What follows belongs to an exercise in optimizing a design on an open flow for small area, a short achievable clock period and few clock cycles; a production flow would make more cautious choices.

==> inputs of run a <==
==> flow/design.v (excerpt) <==
module divider1(quotient, valid_out, divisor, dividend, valid_in, rst, clk);
  output [63:0] quotient;
  output valid_out;
  input [63:0] divisor, dividend;
  input valid_in, rst, clk;
  localparam int K  = 2;           
  localparam int LK = $clog2(K);
  localparam int DW = 64 + K - 1;  
  localparam [1:0] IDLE = 2'd0, PREP = 2'd1, ITER = 2'd2;
  logic [1:0]    state;
  logic          vo;
  logic [63:0]   ra;    
  logic [63:0]   rb;    
  logic [DW-1:0] rd;    
  logic [63:0]   rq;    
  logic [5:0]    cnt;
  logic          neg;
  assign valid_out = vo;
  assign quotient  = rq;
  wire sa = ra[63];
  wire sb = rb[63];
  wire [63:0] ma = sa ? (64'd0 - ra) : ra;
  wire [63:0] mb = sb ? (64'd0 - rb) : rb;
  function automatic logic [6:0] msb64(input logic [63:0] x);
    logic [63:0] v0;
    logic [31:0] v1; logic [15:0] v2; logic [7:0] v3; logic [3:0] v4; logic [1:0] v5; logic v6;
    logic [0:0] p1 [32]; logic [1:0] p2 [16]; logic [2:0] p3 [8]; logic [3:0] p4 [4];
    logic [4:0] p5 [2]; logic [5:0] p6;
    v0 = x;
    for (int i = 0; i < 32; i++) begin v1[i] = v0[2*i+1] | v0[2*i]; p1[i] = v0[2*i+1]; end
    for (int i = 0; i < 16; i++) begin v2[i] = v1[2*i+1] | v1[2*i]; p2[i] = v1[2*i+1] ? {1'b1, p1[2*i+1]} : {1'b0, p1[2*i]}; end
    for (int i = 0; i < 8; i++)  begin v3[i] = v2[2*i+1] | v2[2*i]; p3[i] = v2[2*i+1] ? {1'b1, p2[2*i+1]} : {1'b0, p2[2*i]}; end
    for (int i = 0; i < 4; i++)  begin v4[i] = v3[2*i+1] | v3[2*i]; p4[i] = v3[2*i+1] ? {1'b1, p3[2*i+1]} : {1'b0, p3[2*i]}; end
    for (int i = 0; i < 2; i++)  begin v5[i] = v4[2*i+1] | v4[2*i]; p5[i] = v4[2*i+1] ? {1'b1, p4[2*i+1]} : {1'b0, p4[2*i]}; end
    v6 = v5[1] | v5[0]; p6 = v5[1] ? {1'b1, p5[1]} : {1'b0, p5[0]};
    msb64 = {v6, p6};
  endfunction
  wire [6:0] la = msb64(ma);
  wire [6:0] lb = msb64(mb);
  wire       bz = ~lb[6];                      
  wire       az = ~la[6];                      
  wire [6:0] sdiff = {1'b0, la[5:0]} - {1'b0, lb[5:0]};
  wire       zq = az | sdiff[6];               
  wire [5:0] s  = sdiff[5:0];
  wire [5:0] kmask = K - 1;
  ...
==> module divider1, before the edit <==
module divider1(quotient, valid_out, divisor, dividend, valid_in, rst, clk);
  output [63:0] quotient;
  output valid_out;
  input [63:0] divisor, dividend;
  input valid_in, rst, clk;
  localparam int K  = 2;           
  localparam int LK = $clog2(K);
  localparam int DW = 64 + K - 1;  
  localparam [1:0] IDLE = 2'd0, PREP = 2'd1, ITER = 2'd2;
  logic [1:0]    state;
  logic          vo;
  logic [63:0]   ra;    
  logic [63:0]   rb;    
  logic [DW-1:0] rd;    
  logic [63:0]   rq;    
  logic [5:0]    cnt;
  logic          neg;
  assign valid_out = vo;
  assign quotient  = rq;
  wire sa = ra[63];
  wire sb = rb[63];
  wire [63:0] ma = sa ? (64'd0 - ra) : ra;
  wire [63:0] mb = sb ? (64'd0 - rb) : rb;
  function automatic logic [6:0] msb64(input logic [63:0] x);
    logic [63:0] v0;
    logic [31:0] v1; logic [15:0] v2; logic [7:0] v3; logic [3:0] v4; logic [1:0] v5; logic v6;
    logic [0:0] p1 [32]; logic [1:0] p2 [16]; logic [2:0] p3 [8]; logic [3:0] p4 [4];
    logic [4:0] p5 [2]; logic [5:0] p6;
    v0 = x;
    for (int i = 0; i < 32; i++) begin v1[i] = v0[2*i+1] | v0[2*i]; p1[i] = v0[2*i+1]; end
    for (int i = 0; i < 16; i++) begin v2[i] = v1[2*i+1] | v1[2*i]; p2[i] = v1[2*i+1] ? {1'b1, p1[2*i+1]} : {1'b0, p1[2*i]}; end
    for (int i = 0; i < 8; i++)  begin v3[i] = v2[2*i+1] | v2[2*i]; p3[i] = v2[2*i+1] ? {1'b1, p2[2*i+1]} : {1'b0, p2[2*i]}; end
    for (int i = 0; i < 4; i++)  begin v4[i] = v3[2*i+1] | v3[2*i]; p4[i] = v3[2*i+1] ? {1'b1, p3[2*i+1]} : {1'b0, p3[2*i]}; end
    for (int i = 0; i < 2; i++)  begin v5[i] = v4[2*i+1] | v4[2*i]; p5[i] = v4[2*i+1] ? {1'b1, p4[2*i+1]} : {1'b0, p4[2*i]}; end
    v6 = v5[1] | v5[0]; p6 = v5[1] ? {1'b1, p5[1]} : {1'b0, p5[0]};
    msb64 = {v6, p6};
  endfunction
  wire [6:0] la = msb64(ma);
  wire [6:0] lb = msb64(mb);
  wire       bz = ~lb[6];                      
  wire       az = ~la[6];                      
  wire [6:0] sdiff = {1'b0, la[5:0]} - {1'b0, lb[5:0]};
  wire       zq = az | sdiff[6];               
  wire [5:0] s  = sdiff[5:0];
  wire [5:0] kmask = K - 1;
  wire [5:0] sk = s & ~kmask;
  wire [DW-1:0] dal = {{(K-1){1'b0}}, mb} << (K - 1);
  wire [DW-1:0] dsh = dal << sk;
  logic [63:0]   rnext;
  logic [K-1:0]  qb;
  always_comb begin
    logic [63:0] r;
    logic [64+K:0] t;
    r = ra;
    for (int j = 0; j < K; j++) begin
      t = {{(K+1){1'b0}}, r} - {2'b0, (rd >> j)};
      qb[K-1-j] = ~t[64+K];
      if (~t[64+K]) r = t[63:0];
    end
    rnext = r;
  end
  wire [63:0] qn   = {rq[63-K:0], qb};
  wire [63-K:0] qhn = ~rq[63-K:0] + 1'b1;
  wire [63:0] qneg = {(qb == '0) ? qhn : ~rq[63-K:0], (~qb) + 1'b1};
  wire last = (cnt == 6'd0);
  always_ff @(posedge clk) begin
    if (rst) begin
      state <= IDLE;
      vo    <= 1'b0;
    end else begin
      vo <= 1'b0;
      case (state)
        IDLE: if (valid_in) state <= PREP;
        PREP: begin
          if (bz | zq) begin
            state <= IDLE;
            vo    <= 1'b1;
          end else begin
            state <= ITER;
          end
        end
        ITER: if (last) begin
          state <= IDLE;
          vo    <= 1'b1;
        end
        default: state <= IDLE;
      endcase
    end
  end
  always_ff @(posedge clk) begin
    case (state)
      IDLE: begin
        ra <= dividend;
        rb <= divisor;
      end
      PREP: begin
        ra  <= ma;
        rd  <= dsh;
        rq  <= bz ? {{63{~sa}}, 1'b1} : 64'd0;
        neg <= sa ^ sb;
        cnt <= s >> LK;
      end
      ITER: begin
        ra  <= rnext;
        rd  <= rd >> K;
        rq  <= (last & neg) ? qneg : qn;
        cnt <= cnt - 1'b1;
      end
      default: ;
    endcase
  end
endmodule
Settings: LEC_CHECK=0, CAP_MARGIN=20, CORE_MARGIN=2, CORE_UTILIZATION=40, SLEW_MARGIN=20; clock period 32.0 ns.
run.sh (not shown) runs the stock make flow with config.mk's settings and CLKGATE_MAP_FILE= SYNTH_SCRIPT=/design/flow/synth_recipe.tcl, a recipe that flattens the netlist after the stock synthesis.
==> run b: changes against run a <==
--- a/flow/design.v
+++ b/flow/design.v
@@ -53,109 +53,106 @@
   input [63:0] divisor, dividend;
   input valid_in, rst, clk;
-  localparam int K  = 2;           
-  localparam int LK = $clog2(K);
-  localparam int DW = 64 + K - 1;  
-  localparam [1:0] IDLE = 2'd0, PREP = 2'd1, ITER = 2'd2;
-  logic [1:0]    state;
+  localparam int K  = 3;                     
+  localparam int DW = 67 + K;                
+  localparam int JW = $clog2(67 / K + 2);    
+  logic          busy;
+  logic          first;   
   logic          vo;
-  logic [63:0]   ra;    
-  logic [63:0]   rb;    
-  logic [DW-1:0] rd;    
-  logic [63:0]   rq;    
-  logic [5:0]    cnt;
-  logic          neg;
+  logic [63:0]   rr;      
+  logic [DW-1:0] rd;      
+  logic          sbn;     
+  logic [63:0]   rq;      
+  logic          neg;     
+  logic [JW-1:0] cnt;     
   assign valid_out = vo;
-  assign quotient  = rq;
-  wire sa = ra[63];
-  wire sb = rb[63];
-  wire [63:0] ma = sa ? (64'd0 - ra) : ra;
-  wire [63:0] mb = sb ? (64'd0 - rb) : rb;
-  function automatic logic [6:0] msb64(input logic [63:0] x);
-    logic [63:0] v0;
-    logic [31:0] v1; logic [15:0] v2; logic [7:0] v3; logic [3:0] v4; logic [1:0] v5; logic v6;
-    logic [0:0] p1 [32]; logic [1:0] p2 [16]; logic [2:0] p3 [8]; logic [3:0] p4 [4];
-    logic [4:0] p5 [2]; logic [5:0] p6;
-    v0 = x;
-    for (int i = 0; i < 32; i++) begin v1[i] = v0[2*i+1] | v0[2*i]; p1[i] = v0[2*i+1]; end
-    for (int i = 0; i < 16; i++) begin v2[i] = v1[2*i+1] | v1[2*i]; p2[i] = v1[2*i+1] ? {1'b1, p1[2*i+1]} : {1'b0, p1[2*i]}; end
-    for (int i = 0; i < 8; i++)  begin v3[i] = v2[2*i+1] | v2[2*i]; p3[i] = v2[2*i+1] ? {1'b1, p2[2*i+1]} : {1'b0, p2[2*i]}; end
-    for (int i = 0; i < 4; i++)  begin v4[i] = v3[2*i+1] | v3[2*i]; p4[i] = v3[2*i+1] ? {1'b1, p3[2*i+1]} : {1'b0, p3[2*i]}; end
-    for (int i = 0; i < 2; i++)  begin v5[i] = v4[2*i+1] | v4[2*i]; p5[i] = v4[2*i+1] ? {1'b1, p4[2*i+1]} : {1'b0, p4[2*i]}; end
-    v6 = v5[1] | v5[0]; p6 = v5[1] ? {1'b1, p5[1]} : {1'b0, p5[0]};
-    msb64 = {v6, p6};
+  assign quotient  = neg ? (64'd0 - rq) : rq;
+  function automatic logic [6:0] bitlen(input logic [63:0] x);
+    bitlen = 7'd0;
+    for (int i = 0; i < 64; i++) if (x[i]) bitlen = 7'(i + 1);
+  endfunction
+  wire        sa = dividend[63];
+  wire        sb = divisor[63];
+  wire [63:0] ma = sa ? (64'd0 - dividend) : dividend;
+  wire [6:0]  la = bitlen({1'b0, dividend[62:0] ^ dividend[63:1]}) + {6'd0, sa};
+  wire [6:0]  lb = bitlen({1'b0, divisor[62:0] ^ divisor[63:1]});
+  wire        bz = (divisor == 64'd0);
+  wire        az = (dividend == 64'd0);
+  wire [7:0]  sdiff = {1'b0, la} - {1'b0, lb};
+  wire        zq = az | sdiff[7];                  
+  wire [6:0]  s  = sdiff[6:0];                     
+  function automatic logic [JW-1:0] ncyc(input logic [6:0] x);   
+    ncyc = '0;
+    for (int i = 0; i < 128; i++) if (x == 7'(i)) ncyc = JW'((i + 1) / K);
+  endfunction
+  logic [6:0]   sr;     
+  wire [JW-1:0] j0 = ncyc(sr);
+  logic [DW-1:0] dsh;
+  always_comb begin
+    dsh = rd;
+    for (int k = 0; k < JW; k++) if (first & j0[k]) dsh = dsh << (K << k);
+  end
+  wire [DW-1:0] deff = dsh ^ {DW{first & sbn}};
+  function automatic logic [64:0] addc(input logic [DW-1:0] a, input logic [DW-1:0] b, input logic cin);
+    logic [DW:0] g, p, G, P;
+    g = {a & b, cin};
+    p = {a ^ b, 1'b0};
+    G = g; P = p;
+    for (int l = 0; (1 << l) < DW + 1; l++) begin
+      logic [DW:0] G2, P2;
+      G2 = G; P2 = P;
+      for (int i = 0; i < DW + 1; i++) begin
+        if ((i >> l) & 1) begin
+          G2[i] = G[i] | (P[i] & G[((i >> l) << l) - 1]);
+          P2[i] = P[i] & P[((i >> l) << l) - 1];
+        end
+      end
+      G = G2; P = P2;
+    end
+    addc[64] = G[DW];
+    for (int i = 0; i < 64; i++) addc[i] = p[i+1] ^ G[i];
   endfunction
-  wire [6:0] la = msb64(ma);
-  wire [6:0] lb = msb64(mb);
-  wire       bz = ~lb[6];                      
-  wire       az = ~la[6];                      
-  wire [6:0] sdiff = {1'b0, la[5:0]} - {1'b0, lb[5:0]};
-  wire       zq = az | sdiff[6];               
-  wire [5:0] s  = sdiff[5:0];
-  wire [5:0] kmask = K - 1;
-  wire [5:0] sk = s & ~kmask;
-  wire [DW-1:0] dal = {{(K-1){1'b0}}, mb} << (K - 1);
-  wire [DW-1:0] dsh = dal << sk;
   logic [63:0]   rnext;
   logic [K-1:0]  qb;
   always_comb begin
-    logic [63:0] r;
-    logic [64+K:0] t;
-    r = ra;
+    logic [63:0]   r;
+    logic [64:0]   t;
+    r = rr;
     for (int j = 0; j < K; j++) begin
-      t = {{(K+1){1'b0}}, r} - {2'b0, (rd >> j)};
-      qb[K-1-j] = ~t[64+K];
-      if (~t[64+K]) r = t[63:0];
+      if (j == 0) t = addc({{(DW-64){1'b0}}, r}, ~rd, ~sbn);
+      else        t = addc({{(DW-64){1'b0}}, r}, ~(deff >> j), ~sbn);
+      qb[K-1-j] = t[64] & ~(j == 0 && first);
+      if (qb[K-1-j]) r = t[63:0];
     end
     rnext = r;
   end
-  wire [63:0] qn   = {rq[63-K:0], qb};
-  wire [63-K:0] qhn = ~rq[63-K:0] + 1'b1;
-  wire [63:0] qneg = {(qb == '0) ? qhn : ~rq[63-K:0], (~qb) + 1'b1};
-  wire last = (cnt == 6'd0);
+  wire last = ((first ? j0 : cnt) == '0);
   always_ff @(posedge clk) begin
     if (rst) begin
-      state <= IDLE;
-      vo    <= 1'b0;
+      busy <= 1'b0;
+      vo   <= 1'b0;
+    end else if (!busy) begin
+      busy <= valid_in & ~(zq | bz);
+      vo   <= valid_in & (zq | bz);
     end else begin
-      vo <= 1'b0;
-      case (state)
-        IDLE: if (valid_in) state <= PREP;
-        PREP: begin
-          if (bz | zq) begin
-            state <= IDLE;
-            vo    <= 1'b1;
-          end else begin
-            state <= ITER;
-          end
-        end
-        ITER: if (last) begin
-          state <= IDLE;
-          vo    <= 1'b1;
-        end
-        default: state <= IDLE;
-      endcase
+      busy <= ~last;
+      vo   <= last;
     end
   end
   always_ff @(posedge clk) begin
-    case (state)
-      IDLE: begin
-        ra <= dividend;
-        rb <= divisor;
-      end
-      PREP: begin
-        ra  <= ma;
-        rd  <= dsh;
-        rq  <= bz ? {{63{~sa}}, 1'b1} : 64'd0;
-        neg <= sa ^ sb;
-        cnt <= s >> LK;
-      end
-      ITER: begin
-        ra  <= rnext;
-        rd  <= rd >> K;
-        rq  <= (last & neg) ? qneg : qn;
-        cnt <= cnt - 1'b1;
-      end
-      default: ;
-    endcase
+    if (!busy) begin
+      first <= 1'b1;
+      rr    <= ma;
+      rd    <= {{(DW-64){sb}}, divisor} << (K - 1);
+      sr    <= s;
+      sbn   <= sb;
+      rq    <= {63'd0, bz};
+      neg   <= bz ? ~sa : (sa ^ sb);
+    end else begin
+      first <= 1'b0;
+      rr    <= rnext;
+      rd    <= deff >> K;
+      cnt   <= (first ? j0 : cnt) - 1'b1;
+      rq    <= {rq[63-K:0], qb};
+    end
   end
 endmodule
==> run c: changes against run a <==
--- a/flow/design.v
+++ b/flow/design.v
@@ -53,5 +53,5 @@
   input [63:0] divisor, dividend;
   input valid_in, rst, clk;
-  localparam int K  = 2;           
+  localparam int K  = 4;           
   localparam int LK = $clog2(K);
   localparam int DW = 64 + K - 1;  
==> results.cfg <==
[status]
status = timing/DRC/antenna clean

[critical_path]
r2r_cells = 45

[routing]
drt-wirelength-per-cell_um = 21.6

[finish]
multi_input_area_share = 0.683
numSequentialCells = 213

[min_path]
worstHoldStart = rq[1]
hold_end = rq[4]

[global_routing]
busiest_layer = met2
Source of the figures above: run b

==> results.cfg <==
[critical_path]
r2r_cells = 68

[min_path]
hold_end = rd[2]
worstHoldStart = rd[6]

[status]
status = timing/DRC/antenna clean

[floorplan]
fp.dieArea_um2 = 96500

[finish]
multi_input_area_share = 0.664

[global_routing]
grt_usage = 0.283
busiest_layer = met1

[routing]
drt-wirelength-per-cell_um = 23.5
first_iter_violations = 4220
top_layer_used = met5

[placement]
gp_congestion = 0.991

[cts]
htreeDepth = 2

[synthesis]
synth_top_area_frac = 0.212
Source of the figures above: run c

==> results.cfg <==
[status]
status = timing/DRC/antenna clean

[timing]
timing.hold.ws_ns = 0.558
period_share = 0.390

[critical_path]
r2r_cells = 40
crit_fanout = 54

[global_routing]
antenna_found_initial = 0
busiest_layer = met2

[routing]
drt-wirelength-per-cell_um = 23.0

[cts]
cts.sinks = 267

[min_path]
worstHoldStart = rd[62]
hold_end = rd[60]

[finish]
multi_input_area_share = 0.603
largest_reg_flops = 65
numSequentialCells = 267
Source of the figures above: run a

No run of this note included a check of the RTL's function; only the layout flow was run.

-- static timing again, ports no longer ideal --
Ports are ideal in the flow. The routed layouts listed here were re-timed in OpenROAD. Step 1 (the two cells are an assumption about what drives the block):
set clk [get_ports {clk}]
set_driving_cell -lib_cell sky130_fd_sc_hd__clkbuf_16 $clk
set_driving_cell -lib_cell sky130_fd_sc_hd__buf_2 [delete_from_list [all_inputs] $clk]
Step 2 adds t to the input delays and takes it off the output delays; t is the mean of the earliest and latest rising clock arrival at the registers after step 1. Input paths then give back, and output paths get back, about the clock's delay inside the block. Three values: no drivers, after step 1, after step 2; two values: the first two.
| run | shift t [ns] | slack for setup (ns) | worst setup path after step 2 | worst register clock-pin slew, ns | worst data-port slew with drivers (ns) |
|---|---|---|---|---|---|
| run a | 0.649 | 19.535 / 19.535 / 19.535 | register to register | 0.07 / 0.07 | 0.07 |
| run b | 0.658 | 17.626 / 17.626 / 17.626 | register to register | 0.07 / 0.07 | 0.07 |
| run c | 0.685 | 11.917 / 11.917 / 11.917 | register to register | 0.07 / 0.07 | 0.10 |
After both steps every run listed still meets setup and hold.
